Source: an optimization exercise on an open RTL-to-GDS flow (aim: small area). Production flows keep margins and buffers that such runs may drop.
In this exercise RTL edits were held to simulation tests only and were not proved equivalent to the original.
Power figures rest on the tool's default switching activity, not on a simulated workload.

## config.mk

```make
export PLATFORM = sky130hd
export DESIGN_NAME = stopwatch
export DESIGN_NICKNAME = stopwatch
export VERILOG_FILES = /design/flow/design.v
export SDC_FILE = /design/flow/constraint.sdc
export NUM_CORES = 4
export LEC_CHECK = 0
export ABC_AREA = 1
export CAP_MARGIN = 20
export CORE_MARGIN = 2
export CORE_UTILIZATION = 40
export CTS_BUF_LIST = sky130_fd_sc_hd__clkbuf_4
export CTS_CLUSTER_SIZE = 20
export SLEW_MARGIN = 20
```

## constraint.sdc

```tcl
create_clock -name core_clock -period 10.0 [get_ports {CLOCK}]
set_input_delay 2.0000 -clock core_clock [delete_from_list [all_inputs] [get_ports {CLOCK}]]
set_output_delay 2.0000 -clock core_clock [all_outputs]
set_load 0.01 [all_outputs]
```

## design.v

```verilog
module stopwatch(input CLOCK, input rst, input tick, input SW1, SW0, SW2, SW3, SW4, input [3:0] layer, input [31:0] x, y, output [15:0] oled_data);
    reg [2:0] t;
    reg [2:0] m;
    reg [3:0] u;
    reg [5:0] cnt;
    reg g;
    reg r;
    reg b;
    wire n0, n1, n2, n3, n4, n5, n6, n7, n8, n9, n10, n11, n12, n13, n14, n15, n16, n17, n18, n19, n20, n21, n22, n23, n24, n25, n26, n27, n28, n29, n30, n31, n32, n33, n34, n35, n36, n37, n38, n39, n40, n41, n42, n43, n44, n45, n46, n47, n48, n49, n50, n51, n52, n53, n54, n55, n56, n57, n58, n59, n60, n61, n62, n63, n64, n65, n66, n67, n68, n69, n70, n71, n72, n73, n74, n75, n76, n77, n78, n79, n80, n81, n82, n83, n84, n85, n86, n87, n88, n89, n90, n91, n92, n93, n94, n95, n96, n97, n98, n99, n100, n101, n102, n103, n104, n105, n106, n107, n108, n109, n110, n111, n112, n113, n114, n115, n116, n117, n118, n119, n120, n121, n122, n123, n124, n125, n126, n127, n128, n129, n130, n131, n132, n133, n134, n135, n136, n137, n138, n139, n140, n141, n142, n143, n144, n145, n146, n147, n148, n149, n150, n151, n152, n153, n154, n155, n156, n157, n158, n159, n160, n161, n162, n163, n164, n165, n166, n167, n168, n169, n170, n171, n172, n173, n174, n175, n176, n177, n178, n179, n180, n181, n182, n183, n184, n185, n186, n187, n188, n189, n190, n191, n192, n193, n194, n195, n196, n197, n198, n199, n200, n201, n202, n203, n204, n205, n206, n207, n208, n209, n210, n211, n212, n213, n214, n215, n216, n217, n218, n219, n220, n221, n222, n223, n224, n225, n226, n227, n228, n229, n230, n231, n232, n233, n234, n235, n236, n237, n238, n239, n240, n241, n242, n243, n244, n245, n246, n247, n248, n249, n250, n251, n252, n253, n254, n255, n256, n257, n258, n259, n260, n261, n262, n263, n264, n265, n266, n267, n268, n269, n270, n271, n272, n273, n274, n275, n276, n277, n278, n279, n280, n281, n282, n283, n284, n285, n286, n287, n288, n289, n290, n291, n292, n293, n294, n295, n296, n297, n298, n299, n300, n301, n302, n303, n304, n305, n306, n307, n308, n309, n310, n311, n312, n313, n314, n315, n316, n317, n318, n319, n320, n321;
    assign n0 = layer[0] & ~layer[1];
    assign n1 = layer[2] & ~layer[3];
    assign n2 = n0 & n1;
    assign n3 = tick & n2;
    assign n4 = SW1 & n3;
    assign n5 = ~rst & ~n4;
    assign n6 = SW0 & n3;
    assign n7 = cnt[0] & cnt[5];
    assign n8 = cnt[1] & cnt[2];
    assign n9 = n7 & n8;
    assign n10 = ~m[2] & n9;
    assign n11 = n6 & n10;
    assign n12 = u[0] & n11;
    assign n13 = ~u[1] & n12;
    assign n14 = u[3] & n13;
    assign n15 = ~t[1] & n14;
    assign n16 = n5 & ~n15;
    assign n17 = ~t[0] & ~n14;
    assign n18 = n16 & ~n17;
    assign n19 = n5 & ~n14;
    assign n20 = t[1] & n19;
    assign n21 = t[0] & t[1];
    assign n22 = ~t[2] & ~n21;
    assign n23 = n5 & n22;
    assign n24 = n14 & n23;
    assign n25 = ~(~n20 & ~n24);
    assign n26 = t[2] & n16;
    assign n27 = t[0] & n24;
    assign n28 = ~(~n26 & ~n27);
    assign n29 = t[2] & n15;
    assign n30 = m[1] & n29;
    assign n31 = m[0] & ~n29;
    assign n32 = ~n30 & ~n31;
    assign n33 = n5 & ~n32;
    assign n34 = m[0] & n30;
    assign n35 = ~m[1] & ~n29;
    assign n36 = n5 & ~n35;
    assign n37 = ~n34 & n36;
    assign n38 = m[0] & n32;
    assign n39 = ~m[2] & ~n38;
    assign n40 = n5 & ~n39;
    assign n41 = ~u[3] & n5;
    assign n42 = n11 & n41;
    assign n43 = u[1] & n42;
    assign n44 = u[3] & n11;
    assign n45 = ~u[0] & ~n44;
    assign n46 = n5 & ~n12;
    assign n47 = ~n45 & n46;
    assign n48 = ~(~n43 & ~n47);
    assign n49 = u[1] & ~n11;
    assign n50 = u[2] & n44;
    assign n51 = ~n49 & ~n50;
    assign n52 = n5 & ~n51;
    assign n53 = u[0] & u[1];
    assign n54 = ~u[2] & ~n53;
    assign n55 = n42 & n54;
    assign n56 = ~(~n52 & ~n55);
    assign n57 = n13 & n41;
    assign n58 = u[2] & n5;
    assign n59 = ~n44 & n58;
    assign n60 = ~(~n57 & ~n59);
    assign n61 = u[3] & n19;
    assign n62 = n12 & n58;
    assign n63 = ~(~n61 & ~n62);
    assign n64 = ~cnt[0] & ~cnt[5];
    assign n65 = ~n7 & ~n64;
    assign n66 = n6 & ~n9;
    assign n67 = n5 & n66;
    assign n68 = ~n65 & n67;
    assign n69 = n5 & ~n6;
    assign n70 = cnt[0] & n69;
    assign n71 = ~(~n68 & ~n70);
    assign n72 = cnt[0] & n67;
    assign n73 = cnt[1] & n69;
    assign n74 = ~(~n72 & ~n73);
    assign n75 = cnt[1] & n67;
    assign n76 = cnt[2] & n69;
    assign n77 = ~(~n75 & ~n76);
    assign n78 = cnt[2] & n67;
    assign n79 = cnt[3] & n69;
    assign n80 = ~(~n78 & ~n79);
    assign n81 = cnt[3] & n67;
    assign n82 = cnt[4] & n69;
    assign n83 = ~(~n81 & ~n82);
    assign n84 = cnt[4] & n67;
    assign n85 = cnt[5] & n69;
    assign n86 = ~(~n84 & ~n85);
    assign n87 = SW2 & n2;
    assign n88 = SW3 & n2;
    assign n89 = ~n87 & ~n88;
    assign n90 = x[2] & x[3];
    assign n91 = x[1] & n90;
    assign n92 = x[4] & ~x[6];
    assign n93 = n91 & n92;
    assign n94 = ~x[1] & x[4];
    assign n95 = ~x[2] & n94;
    assign n96 = x[3] & ~n95;
    assign n97 = ~x[5] & ~x[6];
    assign n98 = ~x[4] & ~x[5];
    assign n99 = x[6] & ~n98;
    assign n100 = ~n97 & ~n99;
    assign n101 = ~n96 & n100;
    assign n102 = ~n93 & ~n101;
    assign n103 = x[1] & ~x[2];
    assign n104 = ~x[1] & x[2];
    assign n105 = ~n103 & ~n104;
    assign n106 = x[1] & ~x[4];
    assign n107 = ~n94 & ~n106;
    assign n108 = ~n90 & n107;
    assign n109 = n105 & ~n108;
    assign n110 = ~x[5] & ~n90;
    assign n111 = x[5] & n90;
    assign n112 = ~n110 & ~n111;
    assign n113 = u[1] & ~n112;
    assign n114 = x[4] & x[5];
    assign n115 = ~n98 & ~n114;
    assign n116 = m[1] & n115;
    assign n117 = x[4] & ~n90;
    assign n118 = t[1] & n117;
    assign n119 = ~n116 & ~n118;
    assign n120 = ~n113 & n119;
    assign n121 = ~y[1] & ~y[2];
    assign n122 = n120 & n121;
    assign n123 = ~x[2] & ~x[3];
    assign n124 = ~n90 & ~n123;
    assign n125 = x[4] & ~n124;
    assign n126 = n107 & ~n121;
    assign n127 = ~n125 & ~n126;
    assign n128 = ~n122 & n127;
    assign n129 = u[0] & ~n112;
    assign n130 = m[0] & n115;
    assign n131 = t[0] & n117;
    assign n132 = ~n130 & ~n131;
    assign n133 = ~n129 & n132;
    assign n134 = y[2] & ~n133;
    assign n135 = ~y[3] & ~n124;
    assign n136 = ~n134 & n135;
    assign n137 = u[3] & ~n112;
    assign n138 = x[3] & n137;
    assign n139 = n121 & n138;
    assign n140 = ~u[2] & ~n112;
    assign n141 = ~m[2] & n115;
    assign n142 = ~t[2] & n117;
    assign n143 = ~n141 & ~n142;
    assign n144 = ~n140 & n143;
    assign n145 = ~n139 & n144;
    assign n146 = ~n136 & n145;
    assign n147 = ~n128 & n146;
    assign n148 = y[2] & ~n137;
    assign n149 = n133 & n148;
    assign n150 = y[3] & ~n149;
    assign n151 = y[1] & y[2];
    assign n152 = ~n121 & ~n151;
    assign n153 = ~n120 & n133;
    assign n154 = ~n152 & ~n153;
    assign n155 = n150 & n154;
    assign n156 = y[2] & ~y[3];
    assign n157 = n120 & n156;
    assign n158 = ~n155 & ~n157;
    assign n159 = n144 & n150;
    assign n160 = y[3] & n137;
    assign n161 = ~n124 & ~n133;
    assign n162 = ~n160 & n161;
    assign n163 = n120 & ~n162;
    assign n164 = ~n159 & n163;
    assign n165 = ~n124 & ~n137;
    assign n166 = ~y[3] & ~n165;
    assign n167 = ~n133 & ~n166;
    assign n168 = y[1] & ~n144;
    assign n169 = ~n138 & n168;
    assign n170 = n167 & n169;
    assign n171 = ~n164 & ~n170;
    assign n172 = n158 & ~n171;
    assign n173 = ~n147 & ~n172;
    assign n174 = n109 & ~n173;
    assign n175 = ~x[2] & y[3];
    assign n176 = ~x[3] & ~y[1];
    assign n177 = n107 & n176;
    assign n178 = n167 & n177;
    assign n179 = n103 & n137;
    assign n180 = ~n178 & ~n179;
    assign n181 = ~n147 & n180;
    assign n182 = ~n175 & ~n181;
    assign n183 = ~n105 & ~n107;
    assign n184 = y[3] & ~n151;
    assign n185 = y[1] & ~n124;
    assign n186 = n184 & n185;
    assign n187 = ~n183 & ~n186;
    assign n188 = n133 & ~n187;
    assign n189 = ~n137 & n156;
    assign n190 = ~n188 & ~n189;
    assign n191 = ~n144 & ~n190;
    assign n192 = ~y[3] & n144;
    assign n193 = ~n160 & ~n192;
    assign n194 = n121 & ~n193;
    assign n195 = ~n191 & ~n194;
    assign n196 = ~n182 & n195;
    assign n197 = ~n120 & ~n196;
    assign n198 = ~n128 & n168;
    assign n199 = ~n163 & n198;
    assign n200 = ~n109 & ~n158;
    assign n201 = ~n199 & n200;
    assign n202 = ~n197 & ~n201;
    assign n203 = ~n174 & n202;
    assign n204 = ~n102 & ~n203;
    assign n205 = ~x[0] & ~n104;
    assign n206 = x[0] & ~n103;
    assign n207 = ~n205 & ~n206;
    assign n208 = ~x[0] & ~x[1];
    assign n209 = ~x[2] & ~n208;
    assign n210 = ~y[1] & n209;
    assign n211 = ~n207 & ~n210;
    assign n212 = ~x[3] & ~n211;
    assign n213 = ~x[4] & x[5];
    assign n214 = ~n212 & n213;
    assign n215 = ~y[0] & y[1];
    assign n216 = y[0] & ~y[1];
    assign n217 = ~n215 & ~n216;
    assign n218 = n152 & n217;
    assign n219 = y[3] & ~n218;
    assign n220 = y[0] & n151;
    assign n221 = ~n184 & ~n220;
    assign n222 = y[0] & n121;
    assign n223 = ~n215 & ~n222;
    assign n224 = n221 & n223;
    assign n225 = n207 & ~n224;
    assign n226 = ~n219 & n225;
    assign n227 = n214 & n226;
    assign n228 = ~n204 & ~n227;
    assign n229 = ~y[3] & ~n151;
    assign n230 = y[5] & ~n229;
    assign n231 = ~y[4] & ~y[5];
    assign n232 = ~y[3] & y[4];
    assign n233 = ~n231 & ~n232;
    assign n234 = ~n230 & n233;
    assign n235 = ~n228 & n234;
    assign n236 = y[0] & y[2];
    assign n237 = ~x[3] & ~n236;
    assign n238 = ~x[0] & ~n236;
    assign n239 = ~x[0] & x[1];
    assign n240 = ~n238 & ~n239;
    assign n241 = ~x[2] & ~n240;
    assign n242 = ~n151 & ~n215;
    assign n243 = ~n105 & ~n242;
    assign n244 = n121 & n239;
    assign n245 = x[3] & ~n244;
    assign n246 = ~n243 & n245;
    assign n247 = ~n241 & n246;
    assign n248 = ~n237 & ~n247;
    assign n249 = ~x[2] & ~n217;
    assign n250 = ~n207 & ~n249;
    assign n251 = ~n248 & ~n250;
    assign n252 = n151 & ~n208;
    assign n253 = ~y[0] & ~n121;
    assign n254 = ~n222 & ~n253;
    assign n255 = ~x[0] & ~y[1];
    assign n256 = n254 & n255;
    assign n257 = ~n252 & ~n256;
    assign n258 = ~n90 & ~n257;
    assign n259 = x[2] & ~n151;
    assign n260 = ~n237 & n259;
    assign n261 = ~x[1] & n237;
    assign n262 = n254 & ~n261;
    assign n263 = ~n260 & n262;
    assign n264 = ~n239 & ~n263;
    assign n265 = n114 & ~n264;
    assign n266 = ~n258 & n265;
    assign n267 = ~n251 & n266;
    assign n268 = ~n237 & ~n239;
    assign n269 = ~n238 & ~n268;
    assign n270 = ~x[4] & x[6];
    assign n271 = ~n176 & ~n249;
    assign n272 = ~y[0] & ~n271;
    assign n273 = ~x[3] & ~n105;
    assign n274 = ~n176 & n208;
    assign n275 = ~n273 & ~n274;
    assign n276 = ~n272 & n275;
    assign n277 = n270 & ~n276;
    assign n278 = ~n261 & ~n277;
    assign n279 = ~n269 & ~n278;
    assign n280 = ~x[5] & ~y[1];
    assign n281 = n94 & n280;
    assign n282 = ~n214 & ~n281;
    assign n283 = n248 & ~n282;
    assign n284 = ~x[5] & n91;
    assign n285 = ~y[3] & ~n284;
    assign n286 = n151 & ~n285;
    assign n287 = ~n215 & ~n236;
    assign n288 = n209 & ~n287;
    assign n289 = n208 & n217;
    assign n290 = n259 & n289;
    assign n291 = ~n288 & ~n290;
    assign n292 = n97 & ~n291;
    assign n293 = ~n286 & ~n292;
    assign n294 = ~n283 & n293;
    assign n295 = ~n279 & n294;
    assign n296 = ~n267 & n295;
    assign n297 = x[1] & n206;
    assign n298 = ~x[3] & ~n297;
    assign n299 = n92 & ~n298;
    assign n300 = ~n91 & n270;
    assign n301 = ~n261 & n300;
    assign n302 = ~x[5] & ~n301;
    assign n303 = ~n299 & n302;
    assign n304 = ~n221 & n231;
    assign n305 = ~n303 & n304;
    assign n306 = ~n296 & n305;
    assign n307 = ~n235 & ~n306;
    assign n308 = ~rst & n307;
    assign n309 = ~n89 & n308;
    assign n310 = ~SW3 & SW4;
    assign n311 = n2 & n310;
    assign n312 = ~rst & ~n311;
    assign n313 = ~n307 & n312;
    assign n314 = n89 & n313;
    assign n315 = ~(~n309 & ~n314);
    assign n316 = n308 & n311;
    assign n317 = ~n313 & ~n316;
    assign n318 = ~n88 & ~n317;
    assign n319 = ~rst & n87;
    assign n320 = ~(~n318 & ~n319);
    assign n321 = ~n87 & ~n317;
    assign oled_data[0] = b;
    assign oled_data[1] = b;
    assign oled_data[2] = b;
    assign oled_data[3] = b;
    assign oled_data[4] = b;
    assign oled_data[5] = g;
    assign oled_data[6] = g;
    assign oled_data[7] = g;
    assign oled_data[8] = g;
    assign oled_data[9] = g;
    assign oled_data[10] = g;
    assign oled_data[11] = r;
    assign oled_data[12] = r;
    assign oled_data[13] = r;
    assign oled_data[14] = r;
    assign oled_data[15] = r;
    always @(posedge CLOCK) begin
        t[0] <= n18;
        t[1] <= n25;
        t[2] <= n28;
        m[0] <= n33;
        m[1] <= n37;
        m[2] <= n40;
        u[0] <= n48;
        u[1] <= n56;
        u[2] <= n60;
        u[3] <= n63;
        cnt[0] <= n71;
        cnt[1] <= n74;
        cnt[2] <= n77;
        cnt[3] <= n80;
        cnt[4] <= n83;
        cnt[5] <= n86;
        g <= n315;
        r <= n320;
        b <= n321;
    end
endmodule
```

## flow/run.sh

```bash
#!/bin/bash
# Own layout flow: the standard ORFS flow (the standard.sh), with three changes:
#  1. synthesis maps the logic with an area-oriented ABC recipe (flow/abc_area.script, used
#     through ABC_AREA=1 from a copy of ORFS's scripts folder); the rest of the synthesis
#     script is ORFS's own, so registers keep their names and cell types;
#  2. synthesis does not extract half/full adders (ADDER_MAP_FILE empty), so ABC maps all logic;
#  3. ports are buffered with sky130_fd_sc_hd__buf_1 instead of the cell buffer_ports picks.
# Each step's full output goes to its own log file in the work folder.
set -euo pipefail
W=$(pwd)
rm -rf "$W/scripts_mod"
cp -r "$FLOW_HOME/scripts" "$W/scripts_mod"
cp "$W/flow/abc_area.script" "$W/scripts_mod/abc_area.script"
SCRIPTS_DIR="$W/scripts_mod" ADDER_MAP_FILE= bash standard.sh synth > "$W/flow_synth.log" 2>&1
BUFFER_PORTS_ARGS="-buffer_cell sky130_fd_sc_hd__buf_1" bash standard.sh > "$W/flow_layout.log" 2>&1
```

## flow/abc_area.script

```
strash
dc2
balance
rewrite
refactor
balance
rewrite
rewrite -z
balance
refactor -z
rewrite -z
balance
dc2
balance -l
resub -K 6 -l
rewrite -l
resub -K 6 -N 2 -l
refactor -l
resub -K 8 -l
balance -l
resub -K 8 -N 2 -l
rewrite -l
resub -K 10 -l
rewrite -z -l
resub -K 10 -N 2 -l
balance -l
resub -K 12 -l
refactor -z -l
resub -K 12 -N 2 -l
rewrite -z -l
balance -l
balance
rewrite
refactor
balance
rewrite
rewrite -z
balance
refactor -z
rewrite -z
balance
balance -l
resub -K 6 -l
rewrite -l
resub -K 6 -N 2 -l
refactor -l
resub -K 8 -l
balance -l
resub -K 8 -N 2 -l
rewrite -l
resub -K 10 -l
rewrite -z -l
resub -K 10 -N 2 -l
balance -l
resub -K 12 -l
refactor -z -l
resub -K 12 -N 2 -l
rewrite -z -l
balance -l
&get -n
&dch -f
&nf -p -a -R 1000
&put
topo
```

## standard.sh

```bash
#!/bin/bash
# synth_recipe.tcl (not shown) runs the flow's synth.tcl, then flattens the netlist and writes it again
# the make line also repeats each setting of config.mk as NAME=value (left out here)
make -C /OpenROAD-flow-scripts/flow DESIGN_CONFIG=/design/flow/config.mk WORK_HOME=/design/flow/orfs CLKGATE_MAP_FILE= SYNTH_SCRIPT=/design/flow/synth_recipe.tcl "${@:-finish}"
```

==> summary.txt <==
Critical path
  – WP data arrival: 5420 ps
  – CP required: 10200 ps
  – Worst setup EP type: register
  – CP Class: input port to register
  – Startpoint Class: input port
  – FF-to-FF Start: m[0]$_DFF_P_
  – Cells on worst reg2reg path: 15
  – Reg2reg setup slack: 7020 ps
  – Crit path max fanout: 14
  – FF-to-FF End: r$_DFF_P_

Final layout
  – Fill count: 392
  – Share of cells above drive strength 1: 1.61%
  – FF+latch area: 380 um2
  – Multi-input logic area: 0.00105 mm2
  – Layout Nets: 325
  – Finished Cell Area: 0.00170 mm2
  – Layout area overhead: 7.45%
  – Diodes inserted: 0

Routing
  – Via Count: 1739
  – First drt pass iteration count: 4
  – Routed WL per cell: 13.8 um
  – Drt drc: 0
  – Via/cell ratio: 5.88
  – First DRT Iteration DRCs: 131
  – Final wirelength: 4080 um
  – Antenna-violating nets left: 0

STA
  – Final worst path period need: 5220 ps
  – Relative max-transition margin: 49.4%
  – Slew at the pin closest to its max-slew limit: 754 ps
  – Fmax: 0.192 GHz
  – Hold Fails Final Rpt: 0
  – Setup TNS Final: 0 ps
  – RSZ-0062 raised after global routing: false
  – Post-route clock period utilization: 52.2%
  – Skew final: 3.63 ps
  – Final hold slack: 486 ps
  – Worst Setup Slack, final: 4780 ps
  – Setup Viol. Count Final: 0
  – Max-slew violations: 0

Die
  – # rows: 22
  – Core area: 0.00372 mm2
  – Initial Util: 42.5%
  – DIE AREA: 0.00447 mm2
  – Die height: 66.8 um
  – DIE WIDTH: 66.8 um
  – Ports: 92

Synthesis
  – Syn_nets: 296
  – Most common library cells after synthesis: 29 x nand2_1, 22 x nor2_1, 19 x a21oi_1, 19 x dfxtp_1, 16 x buf_4
  – Main area contributors after synthesis: dfxtp_1 24%, buf_4 7.6%, nand2_1 6.9%
  – Synth Register Bits: 19
  – Sequential fraction of the synthesis area: 24.1%
  – FFs w/ async S/R, synth: 0%
  – Yosys warns: 1
  – Syn Inst Count: 220
  – Ys flop type: dfxtp_1
  – Most common cell in the netlist: nand2_1
  – Cell Area, Synth: 0.00158 mm2
  – Number of flops mapped to enable cells by yosys: 0
  – Mean post-synth cell area: 7.18 um2
  – Synth top area share: 24.1%
  – Count of cell types in the netlist: 44
  – Area leader, netlist: dfxtp_1

Clock tree
  – CTS sink cnt: 19
  – CTS Hold Bufs: 0
  – H-tree levels: 1
  – Post-CTS setup buffer count: 0
  – CTS tree: built
  – TritonCTS Buffers: 3
  – Longest Clk Path Bufs: 2
  – Resized Gates After CTS: 0
  – Root buffer cell: clkbuf_4
  – Clk pin slew, worst setup/hold paths: 110 ps
  – Skew-Pair Late Insertion Delay: 300 ps

Power
  – Worst vdd ir: 0.0664 mV
  – Pwr dens: 95.8 mW/mm2
  – Leakage power total: 0.565 nW

Worst hold path
  – Hold Startpoint: cnt[3]$_DFF_P_
  – WHS Endpoint: cnt[4]$_DFF_P_
  – Hold path depth: 1
  – Hold WC Path Type: register to register

Placed design
  – Detail Placement HPWL: 3030 um
  – RePlAce Congestion: 0.863
  – Pre-CTS WS: 4510 ps
  – Placement Cell Area: 0.00167 mm2
  – # port buffers: 40

Outcome
  – Status: no timing/DRC/antenna violations

Global routing
  – Vias in the first global route: 1488
  – GRT Total Usage: 18.7%
  – Initial antenna violation count: 0
  – Largest net degree at the start of global routing: 15
  – Global-route wire length before repair: 6500 um
  – Grt ovf: 0

Flow run
  – Max_cap viols: 0
==> through the flow <==
step / std cells / power, mW / util, %
final: 296 / 0.163 / 45.7
after global routing: 296 / 0.173 / 45.7
after CTS: 296 / 0.163 / 45.7
after detailed placement: 292 / 0.124 / 44.9
after global placement: 292 / 0.124 / 44.9
after floorplan: 220 / 0.111 / -
==> metal layers <==
| metal | vias to the layer above | part of all wire (%) | GRT usage, % |
|---|---|---|---|
| met5 | - | 0 | 0 |
| met4 | 0 | 1.9 | 9.69 |
| met3 | 9 | 6.0 | 2.53 |
| met2 | 68 | 47 | 30.5 |
| met1 | 786 | 45 | 23.7 |
| li1 | 876 | - | - |
==> worst max-delay path by stage <==
stage                     end  startpoint  cells past startpoint  slack, ps
floorplan           r$_DFF_P_        x[2]                     16       5590
global placement    r$_DFF_P_        x[2]                     17       4470
detailed placement  r$_DFF_P_        x[3]                     17       4510
CTS                 r$_DFF_P_        x[2]                     17       4840
global route        r$_DFF_P_        x[2]                     17       4470
finish              r$_DFF_P_        x[2]                     17       4780
==> cell type report <==
type / instances / area share (%)
clock buffer: 3 / 1.33
clock inverter: 1 / 0.295
inverter: 8 / 1.77
multi-input combinational: 177 / 61.8
sequential: 19 / 22.4
tap: 48 / 3.54
timing repair buffer: 40 / 8.85
==> kinds of logic after synthesis <==
family / count (synthesis) / share of synthesized area (%)
and+or+nand+nor: 84 / 24.9
AOI/OAI and AO/OA: 83 / 35.7
buffers and inverters: 24 / 9.51
DFF: 19 / 24.1
xor gates and xnor gates: 8 / 4.44
muxes: 2 / 1.35
==> registers in the layout, summed over array words and instances (netlist names) <==
name  flops
g         1
cnt       6
b         1
m         3
r         1
u         4
t         3
==> worst max-delay path: stages <==
cell	delay, ps
buf_1	460
nand2_1	310
a32o_1	340
a21oi_1	370
clkinv_1	160
a21oi_1	170
a32oi_1	70
nand3_1	150
a32oi_1	100
o21a_1	210
a221o_1	290
a21oi_1	160
o32ai_1	120
nor3b_1	170
a21oi_1	180
a21o_1	110
o21ai_0	60
==> where the power goes <==
| part | total [mW] | switching, mW | leakage [nW] | internal, mW |
|---|---|---|---|---|
| combinational | 0.0457 | 0.0294 | 0.394 | 0.0163 |
| sequential | 0.0772 | 0.000772 | 0.153 | 0.0764 |
| clock | 0.0397 | 0.0248 | 0.0177 | 0.0149 |
| total | 0.163 | 0.0549 | 0.565 | 0.108 |
==> layout by cell type (no fill, tap or decap), types with 3 or more instances in the layout <==
cell      Yosys  final
o22ai_1       5      5
nor3_1        6      6
nand3_1       7      7
a32oi_1       4      4
o32ai_1       3      3
clkinv_1      8      8
a21o_1        4      4
nand2_1      29     29
buf_1         0     40
xnor2_1       7      7
o21ai_0      14     14
a31oi_1       6      6
clkbuf_4      0      3
a21oi_1      19     19
dfxtp_1      19     19
nor2_1       22     22
a21boi_0      4      4
a22o_1        7      7
and2_0        3      3
nand2b_1      4      4
a31o_1        3      3

==> afterwards: timing with drivers on the ports <==
The flow's constraints put no driver on any port. The routed layout listed below was extracted and timed again, unchanged, in two steps.
Step 1, drivers: a clkbuf_16 drives CLOCK and a buf_2 each remaining input, both assumed.
Step 2 adds t to the input delays and takes it off the output delays; t is the mean of the earliest and latest rising clock arrival at the registers after step 1. Input paths then give back, and output paths get back, about the clock's delay inside the block.
Three values: no drivers, after step 1, after step 2; two values: the first two.
t (ns): 0.324
setup slack, ns: 4.785 / 4.781 / 4.457
worst setup path at the end: input to register
worst data-port slew with drivers (ns): 0.03
After both steps this run still meets setup and hold. For this run, drivers alone change the setup slack by -0.004 ns; drivers and shift together by -0.328 ns.
